Source: an optimization exercise on an open RTL-to-GDS flow (aim: small area, a short achievable clock period and few clock cycles). Production flows keep margins and buffers that such runs may drop.
In this exercise RTL edits were held to simulation tests only and were not proved equivalent to the original.
No driver is modelled on the clock port, so clocking that relies on it looks cheaper here than on a real chip.
Power and IR drop assume default switching activity.

Design Processor, start of the top module:
module Processor (
    clk, rst, start,
    imem_addr, imem_data,
    dmem_we, dmem_addr, dmem_wdata
  );
  input clk, rst, start;
  output [19:0] imem_addr;
  input  [15:0] imem_data;
  output        dmem_we;
  output [11:0] dmem_addr;
  output [15:0] dmem_wdata;
  reg        run;               
  reg [19:0] pcx;               
  wire [19:0] pc = pcx ^ 20'h20;
  reg        d_ldm, d_std, d_add, d_not;
  reg [2:0]  rt;                
  reg [7:0]  sel_s, sel_t;      
  reg        fa_add, fa_nadd;   
  reg        fb_add, fb_nadd;   
  reg [15:0] A, B;              
  reg        e_add, e_pass, e_not, e_std;
  reg        e_we;              
  reg        e_clr;             
  reg [2:0]  e_rt;
  reg [15:0] R [0:7];
  wire go = run | start;
  wire [19:0] pc_next;
  Inc20 pc_inc (.a(pc), .ci(go), .y(pc_next));
  wire d_wr = d_ldm | d_add | d_not;
  wire       n_val = go & ~d_ldm;
  wire [4:0] n_op  = imem_data[15:11];
  wire [2:0] n_rs  = imem_data[10:8];
  wire [2:0] n_rt  = imem_data[7:5];
  wire       n_ldm = n_op == 5'd1;
  wire       hit_s = rt == n_rs;    
  wire       hit_t = rt == n_rt;
  wire [15:0] sum;
  Adder16 add (.a(A), .b(B), .s(sum));
  wire [15:0] bn     = B ^ {16{e_not}};
  wire [15:0] bx     = bn & {16{e_pass}};
  wire [15:0] result;    
  LateOr16 res_or (.s(sum), .en(e_add), .e(bx), .y(result));
  reg  [15:0] rf_s, rf_t;
  integer k;
  always @(*)
  begin
    rf_s = 16'b0;
    rf_t = 16'b0;
    for (k = 0; k < 8; k = k + 1)
    begin
      rf_s = rf_s | (R[k] & {16{sel_s[k]}});
      rf_t = rf_t | (R[k] & {16{sel_t[k]}});
    end
  end
  wire [15:0] early_s = rf_s | (bn & {16{fa_nadd}});
  wire [15:0] early_t = rf_t | (bn & {16{fb_nadd}}) | (imem_data & {16{d_ldm}});
  wire [15:0] rd_s, rd_t;
  LateOr16 fwd_s (.s(sum), .en(fa_add), .e(early_s), .y(rd_s));
  LateOr16 fwd_t (.s(sum), .en(fb_add), .e(early_t), .y(rd_t));
  always @(posedge clk, posedge rst)
  begin
    if (rst)
    begin
      run    <= 1'b0;
      pcx    <= 20'h0;
      d_ldm  <= 1'b0;
      d_std  <= 1'b0;
      d_add  <= 1'b0;
      d_not  <= 1'b0;
      e_add  <= 1'b0;
      e_pass <= 1'b0;
      e_std  <= 1'b0;
      e_we   <= 1'b0;
      e_clr  <= 1'b1;
    end
    else
    begin
      run    <= go;
      pcx    <= pc_next ^ 20'h20;
      d_ldm  <= n_val & (n_op == 5'd1);
      d_std  <= n_val & (n_op == 5'd2);
  ...
Settings: LEC_CHECK=0, CAP_MARGIN=20, CORE_MARGIN=2, CORE_UTILIZATION=60, CTS_CLUSTER_DIAMETER=100, CTS_CLUSTER_SIZE=30, PLACE_DENSITY=0.75, SETUP_SLACK_MARGIN=2.1, SLEW_MARGIN=20, SYNTH_HIERARCHICAL=1, SYNTH_MINIMUM_KEEP_SIZE=0; clock period 4.0 ns.
standard.sh (not shown) runs the stock make flow with config.mk's settings and CLKGATE_MAP_FILE= SYNTH_SCRIPT=/design/flow/synth_recipe.tcl, a recipe that flattens the netlist after the stock synthesis.
==> flow/flow/run.sh <==
#!/bin/bash
# The standard layout (standard.sh) with two changes:
#  - the input and output ports are buffered by a plain buffer
#    (sky130_fd_sc_hd__buf_2) instead of the cell the resizer picks by
#    itself (a delay cell);
#  - after CTS, the level of clock buffers between the root buffer and the
#    leaf buffers is removed (flatten_tree.tcl), so that the root buffer
#    drives the leaf buffers directly: a shorter clock tree, the same for
#    every register.
# Each tool's full output stays in orfs/logs/; make's output goes to
# flow_make_*.log and the tree edit's to flow_tree.log.
set -euo pipefail
export BUFFER_PORTS_ARGS="-buffer_cell sky130_fd_sc_hd__buf_2"
bash standard.sh cts > flow_make_1.log 2>&1
export CTS_ODB=orfs/results/${FLOW_PLATFORM}/Processor/base/4_cts.odb
openroad -no_init -exit flow/flatten_tree.tcl > flow_tree.log 2>&1
bash standard.sh finish > flow_make_2.log 2>&1
==> flow/flow/flatten_tree.tcl <==
# Drive the leaf clock buffers straight from the root clock buffer: each
# buffer between them is removed and its loads are moved to the root's net.
read_db $::env(CTS_ODB)
set block [ord::get_db_block]
set root [$block findInst clkbuf_0_clk]
if {$root eq "NULL"} {
  puts "no root clock buffer clkbuf_0_clk; tree left as it is"
} else {
  set rootnet [[$root findITerm X] getNet]
  set mids {}
  foreach it [$rootnet getITerms] {
    set inst [$it getInst]
    if {$inst eq $root} { continue }
    set master [[$inst getMaster] getName]
    if {[string match sky130_fd_sc_hd__clkbuf_* $master] && [string match clkbuf_* [$inst getName]]} {
      lappend mids $inst
    }
  }
  foreach mid $mids {
    set midnet [[$mid findITerm X] getNet]
    set loads {}
    foreach it [$midnet getITerms] {
      if {[$it getInst] ne $mid} { lappend loads $it }
    }
    foreach it $loads {
      $it disconnect
      $it connect $rootnet
    }
    [$mid findITerm A] disconnect
    [$mid findITerm X] disconnect
    puts "removed [$mid getName]: [llength $loads] loads moved to [$rootnet getName]"
    odb::dbInst_destroy $mid
    odb::dbNet_destroy $midnet
  }
  write_db $::env(CTS_ODB)
}
The starting point completed without violations.
Testbench counts at the start, summed over its fixed seeds: cycles 9,893.
Change:
--- a/flow/flow/run.sh
+++ b/flow/flow/run.sh
@@ -3,3 +3,3 @@
 #  - the input and output ports are buffered by a plain buffer
-#    (sky130_fd_sc_hd__buf_2) instead of the cell the resizer picks by
+#    (sky130_fd_sc_hd__buf_1) instead of the cell the resizer picks by
 #    itself (a delay cell);
@@ -12,3 +12,3 @@
 set -euo pipefail
-export BUFFER_PORTS_ARGS="-buffer_cell sky130_fd_sc_hd__buf_2"
+export BUFFER_PORTS_ARGS="-buffer_cell sky130_fd_sc_hd__buf_1"
 bash standard.sh cts > flow_make_1.log 2>&1
Settings changed: CORE_UTILIZATION 60 to 50, PLACE_DENSITY 0.75 to 0.65.
Clock skew climbs by 19 ps.
Global-route usage shrinks by 5.9 points.
Clock-buffer cell count goes up by 2.
Utilization goes down by 10 points.
Design area barely changes.
Sequential cell count is unchanged.
Setup slack got worse by 32 ps.
Power barely changes.
Synthesized area does not change.
First-iteration DRC count fell by about a fifth.
Wire length went down slightly.
Change:
--- a/flow/flow/run.sh
+++ b/flow/flow/run.sh
@@ -3,3 +3,3 @@
 #  - the input and output ports are buffered by a plain buffer
-#    (sky130_fd_sc_hd__buf_1) instead of the cell the resizer picks by
+#    (sky130_fd_sc_hd__buf_2) instead of the cell the resizer picks by
 #    itself (a delay cell);
@@ -12,3 +12,3 @@
 set -euo pipefail
-export BUFFER_PORTS_ARGS="-buffer_cell sky130_fd_sc_hd__buf_1"
+export BUFFER_PORTS_ARGS="-buffer_cell sky130_fd_sc_hd__buf_2"
 bash standard.sh cts > flow_make_1.log 2>&1
Settings changed: SETUP_SLACK_MARGIN 2.1 to 2.0.
The changed run produced a clean layout.
First-iteration DRC count rises by 18%.
Count of clock-buffer cells in the layout falls by 1.
Final cell count is about the same.
Critical path depth is unchanged.
Register-to-register slack is worse by 60 ps.
Power falls by 1.3%.
Fmax falls by 2.9%.
Worst setup slack is worse by 57 ps.
Combinational power falls by 6.2%.
Change:
Settings changed: SETUP_SLACK_MARGIN 2.0 to 2.3.
What happened:
- The changed run finished clean
- non-clock buffer count rose by 58
- clock-buffer cell count rose by 1
- setup slack improved by 87 ps
- sequential cell count does not change
- global-route usage rose by 1.5 points
- clock skew rose by 4.8 ps

## afterwards: timing with drivers on the ports
Ports are ideal in the flow. The routed layouts listed here were re-timed in OpenROAD. Step 1, drivers: a clkbuf_16 drives clk and a buf_2 each remaining input, both assumed. Step 2 moves the port delays by t, midway between the first and last clock arrival at a register: inputs arrive t later, outputs are due t later. That takes back most of the time a late clock gives input paths. Slacks: no drivers / after step 1 / after step 2; pairs: no drivers / after step 1.
run	t, ns	setup WS [ns]	worst setup path at the end	slew at the worst register clock pin (ns)
the first run	0.441	2.127 / 2.107 / 1.914	input to register	0.11 / 0.11
the second run	0.435	2.094 / 2.094 / 1.760	input to register	0.12 / 0.12
the third run	0.426	2.037 / 2.037 / 1.843	input to register	0.12 / 0.12
the fourth run	0.432	2.124 / 2.124 / 2.020	input to register	0.12 / 0.12
After both steps setup and hold are still met in every run listed. The setup slack of the second run, which loses most, moves by 0.000 ns with the drivers and by -0.334 ns with both steps.
